This design comes from an exercise in tuning for small area, a short achievable clock period and few clock cycles on the open sky130 flow, not from production work.
At most, simulation tests tie the RTL to the original design; equivalence was not proved.
The flow treats the clock pin as an ideal source. Dropping or thinning the clock tree relies on that and would not hold on a real chip.
Power is estimated from default activity; no workload was simulated.

==> module fifo, before the edit <==
module fifo #(
	parameter DATA_WIDTH = 8,
	parameter FIFO_DEPTH = 8,
	parameter SWITCH     = 8
)
(
	input                       clk,
	input                       rst_n,
	input      [DATA_WIDTH-1:0] m0_data,
	input                       m0_valid,
	output                      m0_ready,
	input      [DATA_WIDTH-1:0] m1_data,
	input                       m1_valid,
	output reg                  m1_ready,
	output reg [DATA_WIDTH-1:0] odata,
	output reg                  ovalid,
	input                       oready
);
	localparam NR = FIFO_DEPTH - 1;            
	localparam CW = $clog2(SWITCH);
	localparam RW = $clog2(NR + 1);
	reg  [CW-1:0]         cnt;                 
	reg                   sel;                 
	reg                   m0_nrdy;             
	reg  [RW-1:0]         len;                 
	reg  [2:0]            tail;                
	reg  [2:0]            front;               
	reg                   take;                
	reg  [DATA_WIDTH-1:0] ring [0:NR-1];
	assign m0_ready = ~m0_nrdy;
	wire [DATA_WIDTH-1:0] in_d = sel ? m1_data : m0_data;
	wire acc    = (m0_valid & ~m0_nrdy) | (m1_valid & m1_ready);
	wire h_load = ~ovalid | oready;            
	wire r_empty = (len == 0);
	reg  at_exit;                              
	wire ins = acc & ~(r_empty & h_load);      
	wire ext = h_load & at_exit;               
	localparam [2:0] SLOT0 = 3'b001, SLOT5 = 3'b110, SLOT6 = 3'b100;
	wire [2:0] tail_inc  = {tail[1:0], tail[2] ^ tail[1]};
	wire [2:0] n_len = {len[2] ^ ((ins & len[1] & len[0]) | (ext & ~len[1] & ~len[0])),
	                    len[1] ^ ((ins & len[0]) | (ext & ~len[0])),
	                    len[0] ^ (ins | ext)};
	wire [2:0] n_tail = ins ? SLOT0 : tail_inc;
	wire [2:0] front_inc = {front[1:0], front[2] ^ front[1]};
	wire [2:0] n_front = ext ? front : (ins & r_empty) ? SLOT0 : front_inc;
	wire n_take = ins ? (len != NR - 1)
	            : ext ? ((len == 1) | (tail == SLOT6))
	            :       (r_empty | ((len != NR) & (tail == SLOT6)));
	wire n_at_exit = ext ? (len != 1) : (~r_empty & (front == SLOT5));
	wire sel_acc  = sel ^ (cnt == SWITCH - 1);    
	wire n_sel    = acc ? sel_acc : sel;
	wire [DATA_WIDTH-1:0] x_d = take ? in_d : ring[NR-1];
	always @(posedge clk) begin
		tail  <= n_tail;
		front <= n_front;
	end
	integer i;
	always @(posedge clk) begin
		ring[0] <= x_d;
		for (i = 1; i < NR; i = i + 1)
			ring[i] <= ring[i-1];
		if (h_load) odata <= x_d;
	end
	always @(posedge clk or negedge rst_n) begin
		if (~rst_n) begin
			cnt      <= 0;
			sel      <= 1'b0;
			m0_nrdy  <= 1'b0;
			m1_ready <= 1'b0;
			ovalid   <= 1'b0;
			len      <= 0;
			take     <= 1'b1;
			at_exit  <= 1'b0;
		end else begin
			cnt      <= cnt ^ {acc & cnt[1] & cnt[0], acc & cnt[0], acc};
			sel      <= n_sel;
			m0_nrdy  <= ~n_take | n_sel;
			m1_ready <= n_take & n_sel;
			if (h_load) ovalid <= r_empty ? acc : at_exit;
			len      <= n_len;
			take     <= n_take;
			at_exit  <= n_at_exit;
		end
	end
endmodule
Settings: LEC_CHECK=0, CAP_MARGIN=20, CORE_MARGIN=2, CORE_UTILIZATION=40, CTS_BUF_LIST=sky130_fd_sc_hd__clkbuf_4 sky130_fd_sc_hd__clkbuf_8 sky130_fd_sc_hd__clkbuf_16, CTS_CLUSTER_DIAMETER=100, CTS_CLUSTER_SIZE=30, SETUP_SLACK_MARGIN=3.0, SLEW_MARGIN=20; clock period 5.0 ns.
standard.sh (not shown) runs the stock make flow with config.mk's settings and CLKGATE_MAP_FILE= SYNTH_SCRIPT=/design/flow/synth_recipe.tcl, a recipe that flattens the netlist after the stock synthesis.
==> flow/flow/run.sh <==
#!/bin/bash
set -euo pipefail
here=$(pwd)
bash standard.sh MATCH_CELL_FOOTPRINT=0 "BUFFER_PORTS_ARGS=-buffer_cell sky130_fd_sc_hd__buf_1" "CTS_ARGS=-sink_clustering_enable -repair_clock_nets -dont_use_dummy_load -sink_clustering_size 30 -sink_clustering_max_diameter 100 -buf_list sky130_fd_sc_hd__clkbuf_16" "POST_CTS_TCL=$here/flow/post_cts.tcl" finish > flow_standard.log 2>&1
==> flow/flow/post_cts.tcl <==
# Drop the H-tree's middle level: the root buffer then drives the leaf
# buffers directly, two buffers from the clock port to every register.
set mid {}
foreach inst [[ord::get_db_block] getInsts] {
  if {[regexp {^clkbuf_[1-9][0-9]*_[0-9]+__f_} [$inst getName]]} { lappend mid [$inst getName] }
}
puts "post_cts: removing [llength $mid] middle clock buffers: $mid"
if {[llength $mid]} {
  remove_buffers {*}$mid
  detailed_placement
  estimate_parasitics -placement
  report_clock_latency
}
Testbench counts at the start, summed over its fixed seeds: cycles 1,032.
Change:
--- a/flow/design.v
+++ b/flow/design.v
@@ -23,8 +23,7 @@
 	reg                   sel;                 
 	reg                   m0_nrdy;             
 	reg  [RW-1:0]         len;                 
-	reg  [2:0]            tail;                
-	reg  [2:0]            front;               
+	reg  [RW-1:0]         tail;                
 	reg                   take;                
 	reg  [DATA_WIDTH-1:0] ring [0:NR-1];
 	assign m0_ready = ~m0_nrdy;
@@ -32,28 +31,17 @@
 	wire acc    = (m0_valid & ~m0_nrdy) | (m1_valid & m1_ready);
 	wire h_load = ~ovalid | oready;            
 	wire r_empty = (len == 0);
-	reg  at_exit;                              
+	wire [RW:0] front_sum = tail + len - 1;
+	wire [RW-1:0] front = (front_sum >= NR) ? front_sum - NR : front_sum;
+	wire at_exit = ~r_empty & (front == NR - 1);
 	wire ins = acc & ~(r_empty & h_load);      
 	wire ext = h_load & at_exit;               
-	localparam [2:0] SLOT0 = 3'b001, SLOT5 = 3'b110, SLOT6 = 3'b100;
-	wire [2:0] tail_inc  = {tail[1:0], tail[2] ^ tail[1]};
-	wire [2:0] n_len = {len[2] ^ ((ins & len[1] & len[0]) | (ext & ~len[1] & ~len[0])),
-	                    len[1] ^ ((ins & len[0]) | (ext & ~len[0])),
-	                    len[0] ^ (ins | ext)};
-	wire [2:0] n_tail = ins ? SLOT0 : tail_inc;
-	wire [2:0] front_inc = {front[1:0], front[2] ^ front[1]};
-	wire [2:0] n_front = ext ? front : (ins & r_empty) ? SLOT0 : front_inc;
-	wire n_take = ins ? (len != NR - 1)
-	            : ext ? ((len == 1) | (tail == SLOT6))
-	            :       (r_empty | ((len != NR) & (tail == SLOT6)));
-	wire n_at_exit = ext ? (len != 1) : (~r_empty & (front == SLOT5));
-	wire sel_acc  = sel ^ (cnt == SWITCH - 1);    
-	wire n_sel    = acc ? sel_acc : sel;
+	wire [RW-1:0] n_len  = len + ins - ext;
+	wire [RW-1:0] n_tail = (ins | tail == NR - 1) ? 0 : tail + 1'b1;
+	wire n_take = (n_len == 0) | ((n_len != NR) & (n_tail == 0));
+	wire turn_end = acc & (cnt == SWITCH - 1);
+	wire n_sel    = sel ^ turn_end;
 	wire [DATA_WIDTH-1:0] x_d = take ? in_d : ring[NR-1];
-	always @(posedge clk) begin
-		tail  <= n_tail;
-		front <= n_front;
-	end
 	integer i;
 	always @(posedge clk) begin
 		ring[0] <= x_d;
@@ -69,17 +57,17 @@
 			m1_ready <= 1'b0;
 			ovalid   <= 1'b0;
 			len      <= 0;
+			tail     <= 0;
 			take     <= 1'b1;
-			at_exit  <= 1'b0;
 		end else begin
-			cnt      <= cnt ^ {acc & cnt[1] & cnt[0], acc & cnt[0], acc};
+			if (acc) cnt <= (cnt == SWITCH - 1) ? 0 : cnt + 1'b1;
 			sel      <= n_sel;
 			m0_nrdy  <= ~n_take | n_sel;
 			m1_ready <= n_take & n_sel;
 			if (h_load) ovalid <= r_empty ? acc : at_exit;
 			len      <= n_len;
+			tail     <= n_tail;
 			take     <= n_take;
-			at_exit  <= n_at_exit;
 		end
 	end
 endmodule
Effect: The changed run finished clean. First-iteration DRC count drops by about a fifth. Via count climbs by roughly a tenth. Power climbs by about a fifth. Clock power drops slightly. Die area climbs by a few percent. Non-clock buffer count climbs by 15.
For the second run of this note, only the layout was checked, not whether the RTL still works.


The RTL this note starts from:
==> flow/design.v <==
module fifo #(
	parameter DATA_WIDTH = 8,
	parameter FIFO_DEPTH = 8,
	parameter SWITCH     = 8
)
(
	input                       clk,
	input                       rst_n,
	input      [DATA_WIDTH-1:0] m0_data,
	input                       m0_valid,
	output                      m0_ready,
	input      [DATA_WIDTH-1:0] m1_data,
	input                       m1_valid,
	output reg                  m1_ready,
	output reg [DATA_WIDTH-1:0] odata,
	output reg                  ovalid,
	input                       oready
);
	localparam NQ = FIFO_DEPTH - 1;            
	localparam CW = $clog2(SWITCH);
	reg  [CW-1:0]         cnt;                 
	reg                   sel;                 
	reg                   m0_nrdy;             
	reg  [NQ:1]           qv;                  
	reg                   q_empty;             
	reg  [DATA_WIDTH-1:0] qd [1:NQ];           
	assign m0_ready = ~m0_nrdy;
	wire full = m0_nrdy & ~m1_ready;             
	wire [DATA_WIDTH-1:0] in_d = sel ? m1_data : m0_data;
	wire [DATA_WIDTH-1:0] in_n = sel ? ~m1_data : ~m0_data;
	wire acc  = (m0_valid & m0_ready) | (m1_valid & m1_ready);
	wire pop  = ovalid & oready;
	wire h_load  = ~ovalid | oready;           
	wire [NQ:0] allv = {qv, ovalid};
	wire [NQ:0] hole;
	genvar j;
	generate
		for (j = 0; j <= NQ; j = j + 1) begin : g_hole
			assign hole[j] = ~&allv[j:0];
		end
	endgenerate
	reg one_hole;
	integer k;
	always @(*) begin
		one_hole = 1'b0;
		for (k = 0; k <= NQ; k = k + 1)
			one_hole = one_hole | (~allv[k] & (&(allv | ({{NQ{1'b0}}, 1'b1} << k))));
	end
	wire to_head = acc & q_empty & h_load;
	wire to_tail = acc & ~to_head;
	wire sel_acc = sel ^ (cnt == SWITCH - 1);     
	wire ful_acc = full | one_hole;               
	wire n_m0_nrdy = acc ? (pop ? sel_acc : (sel_acc | ful_acc))
	                     : (pop ? sel     : (sel     | full));
	wire n_m1_rdy  = acc ? (pop ? sel_acc : (sel_acc & ~ful_acc))
	                     : (pop ? sel     : (sel     & ~full));
	wire n_sel     = acc ? sel_acc : sel;
	always @(posedge clk) begin
		if (h_load) odata <= ~(q_empty ? in_n : qd[1]);
		if (hole[NQ]) qd[NQ] <= in_n;
	end
	generate
		for (j = 1; j < NQ; j = j + 1) begin : g_stage
			always @(posedge clk)
				if (hole[j]) qd[j] <= qd[j+1];
		end
	endgenerate
	reg [NQ:1] n_qv;
	always @(*) begin
		for (k = 1; k < NQ; k = k + 1)
			n_qv[k] = hole[k] ? qv[k+1] : qv[k];
		n_qv[NQ] = hole[NQ] ? to_tail : qv[NQ];
		if (~hole[1] & h_load) n_qv[1] = 1'b0;
	end
	always @(posedge clk or negedge rst_n) begin
		if (~rst_n) begin
			cnt      <= 0;
			sel      <= 1'b0;
			m0_nrdy  <= 1'b0;
			m1_ready <= 1'b0;
			ovalid   <= 1'b0;
			qv       <= 0;
			q_empty  <= 1'b1;
		end else begin
			if (acc) cnt <= (cnt == SWITCH - 1) ? 0 : cnt + 1'b1;
			sel      <= n_sel;
			m0_nrdy  <= n_m0_nrdy;
			m1_ready <= n_m1_rdy;
			q_empty  <= ~|n_qv;
			if (h_load) ovalid <= q_empty ? to_head : qv[1];
			qv       <= n_qv;
		end
	end
endmodule
module wr_interconnect #
(
    parameter DATA_WIDTH = 8,
    parameter ADDR_WIDTH = 16
)
(
	input         			clk,
	input         			rst_n,
	input  [ADDR_WIDTH-1:0] m0_awaddr,
	input         			m0_awvalid,
	output        			m0_awready,
	input  [DATA_WIDTH-1:0] m0_wdata,
	input         			m0_wvalid,
	output        			m0_wready,
	input  [ADDR_WIDTH-1:0] m1_awaddr,
	input         			m1_awvalid,
	output        			m1_awready,
	input  [DATA_WIDTH-1:0] m1_wdata,
	input         			m1_wvalid,
	output        			m1_wready,
	output [ADDR_WIDTH-1:0] mem_awaddr,
	output        			mem_awvalid,
	input         			mem_awready,
	output [DATA_WIDTH-1:0] mem_wdata,
	output        			mem_wvalid,
	input         			mem_wready
);
fifo #(.DATA_WIDTH(ADDR_WIDTH)) AWFIFO (.clk(clk), .rst_n(rst_n),
	.m0_data(m0_awaddr), .m0_valid(m0_awvalid), .m0_ready(m0_awready),
	.m1_data(m1_awaddr), .m1_valid(m1_awvalid), .m1_ready(m1_awready),
	.odata(mem_awaddr), .ovalid(mem_awvalid), .oready(mem_awready));
fifo #(.DATA_WIDTH(DATA_WIDTH)) WFIFO (.clk(clk), .rst_n(rst_n),
	.m0_data(m0_wdata), .m0_valid(m0_wvalid), .m0_ready(m0_wready),
	.m1_data(m1_wdata), .m1_valid(m1_wvalid), .m1_ready(m1_wready),
	.odata(mem_wdata), .ovalid(mem_wvalid), .oready(mem_wready));
endmodule
export LEC_CHECK = 0
export CAP_MARGIN = 20
export CORE_MARGIN = 2
export CORE_UTILIZATION = 40
export CTS_BUF_LIST = sky130_fd_sc_hd__clkbuf_4 sky130_fd_sc_hd__clkbuf_8 sky130_fd_sc_hd__clkbuf_16
export CTS_CLUSTER_DIAMETER = 100
export CTS_CLUSTER_SIZE = 30
export SETUP_SLACK_MARGIN = 3.0
export SLEW_MARGIN = 20
create_clock -name core_clock -period 5.0 [get_ports {clk}]
Scripts as last shown in full above: flow/flow/run.sh, flow/flow/post_cts.tcl
Then changed:
--- a/flow/design.v
+++ b/flow/design.v
@@ -24,9 +24,8 @@
 	reg  [NQ:1]           qv;                  
 	reg                   q_empty;             
-	reg  [DATA_WIDTH-1:0] qd [1:NQ];           
+	reg  [DATA_WIDTH-1:0] qd [1:NQ];
 	assign m0_ready = ~m0_nrdy;
 	wire full = m0_nrdy & ~m1_ready;             
 	wire [DATA_WIDTH-1:0] in_d = sel ? m1_data : m0_data;
-	wire [DATA_WIDTH-1:0] in_n = sel ? ~m1_data : ~m0_data;
 	wire acc  = (m0_valid & m0_ready) | (m1_valid & m1_ready);
 	wire pop  = ovalid & oready;
@@ -57,6 +56,7 @@
 	wire n_sel     = acc ? sel_acc : sel;
 	always @(posedge clk) begin
-		if (h_load) odata <= ~(q_empty ? in_n : qd[1]);
-		if (hole[NQ]) qd[NQ] <= in_n;
+		odata <= ({DATA_WIDTH{h_load}} & (q_empty ? in_d : qd[1]))
+		       | ({DATA_WIDTH{~h_load}} & odata);
+		if (hole[NQ]) qd[NQ] <= in_d;
 	end
 	generate
@@ -77,7 +77,4 @@
 			cnt      <= 0;
 			sel      <= 1'b0;
-			m0_nrdy  <= 1'b0;
-			m1_ready <= 1'b0;
-			ovalid   <= 1'b0;
 			qv       <= 0;
 			q_empty  <= 1'b1;
@@ -85,10 +82,12 @@
 			if (acc) cnt <= (cnt == SWITCH - 1) ? 0 : cnt + 1'b1;
 			sel      <= n_sel;
-			m0_nrdy  <= n_m0_nrdy;
-			m1_ready <= n_m1_rdy;
 			q_empty  <= ~|n_qv;
-			if (h_load) ovalid <= q_empty ? to_head : qv[1];
 			qv       <= n_qv;
 		end
+	end
+	always @(posedge clk) begin
+		m0_nrdy  <= rst_n & n_m0_nrdy;
+		m1_ready <= rst_n & n_m1_rdy;
+		ovalid   <= rst_n & (h_load ? (q_empty ? to_head : qv[1]) : ovalid);
 	end
 endmodule
Effect:
- The new run passed the timing, DRC and antenna checks
- setup slack gets better by 0.021 ns
- final cell count decreases by 0.66%
- sequential share of layout area climbs by 0.14 points
- die area is higher by 0.45%
- count of clock-buffer cells in the layout does not change
- via count is unchanged
- clock power falls by about 0.6%
- synthesized cell count is higher by 1.3%
- global-route usage is about the same
- clock skew rose by 0.023 ns
- combinational power shrinks by 16%
- power fell by 5.2%
- synthesized area is higher by 0.47%
- hold slack gains 0.0088 ns
No functional check of the RTL was part of any run of this note.

## port drivers added, routing unchanged
Ports are ideal in the flow. The routed layouts listed here were re-timed in OpenROAD. Step 1 (the two cells are an assumption about what drives the block):
set clk [get_ports {clk}]
set_driving_cell -lib_cell sky130_fd_sc_hd__clkbuf_16 $clk
set_driving_cell -lib_cell sky130_fd_sc_hd__buf_2 [delete_from_list [all_inputs] $clk]
Step 2 adds t to the input delays and takes it off the output delays; t is the mean of the earliest and latest rising clock arrival at the registers after step 1. Input paths then give back, and output paths get back, about the clock's delay inside the block. Three values: ideal, step 1, step 2; two values: the first two.
run | shift t [ns] | setup slack, ns | hold slack, ns | worst setup path after step 2 | worst data-port slew with drivers (ns)
the first run of note 1 | 0.410 | 3.042 / 3.005 / 2.659 | 0.330 / 0.330 / 0.330 | input to register | 0.03
the second run of note 1 | 0.401 | 0.925 / 0.925 / 0.925 | 0.291 / 0.291 / 0.291 | register to register | 0.03
the first run of note 2 | 0.421 | 3.014 / 2.969 / 2.711 | 0.411 / 0.411 / 0.411 | input to register | 0.04
the second run of note 2 | 0.399 | 3.035 / 2.996 / 2.808 | 0.419 / 0.419 / 0.419 | input to register | 0.03
After both steps every run listed still meets setup and hold. For the first run of note 1, which loses most, drivers alone change the setup slack by -0.037 ns; drivers and shift together by -0.383 ns.
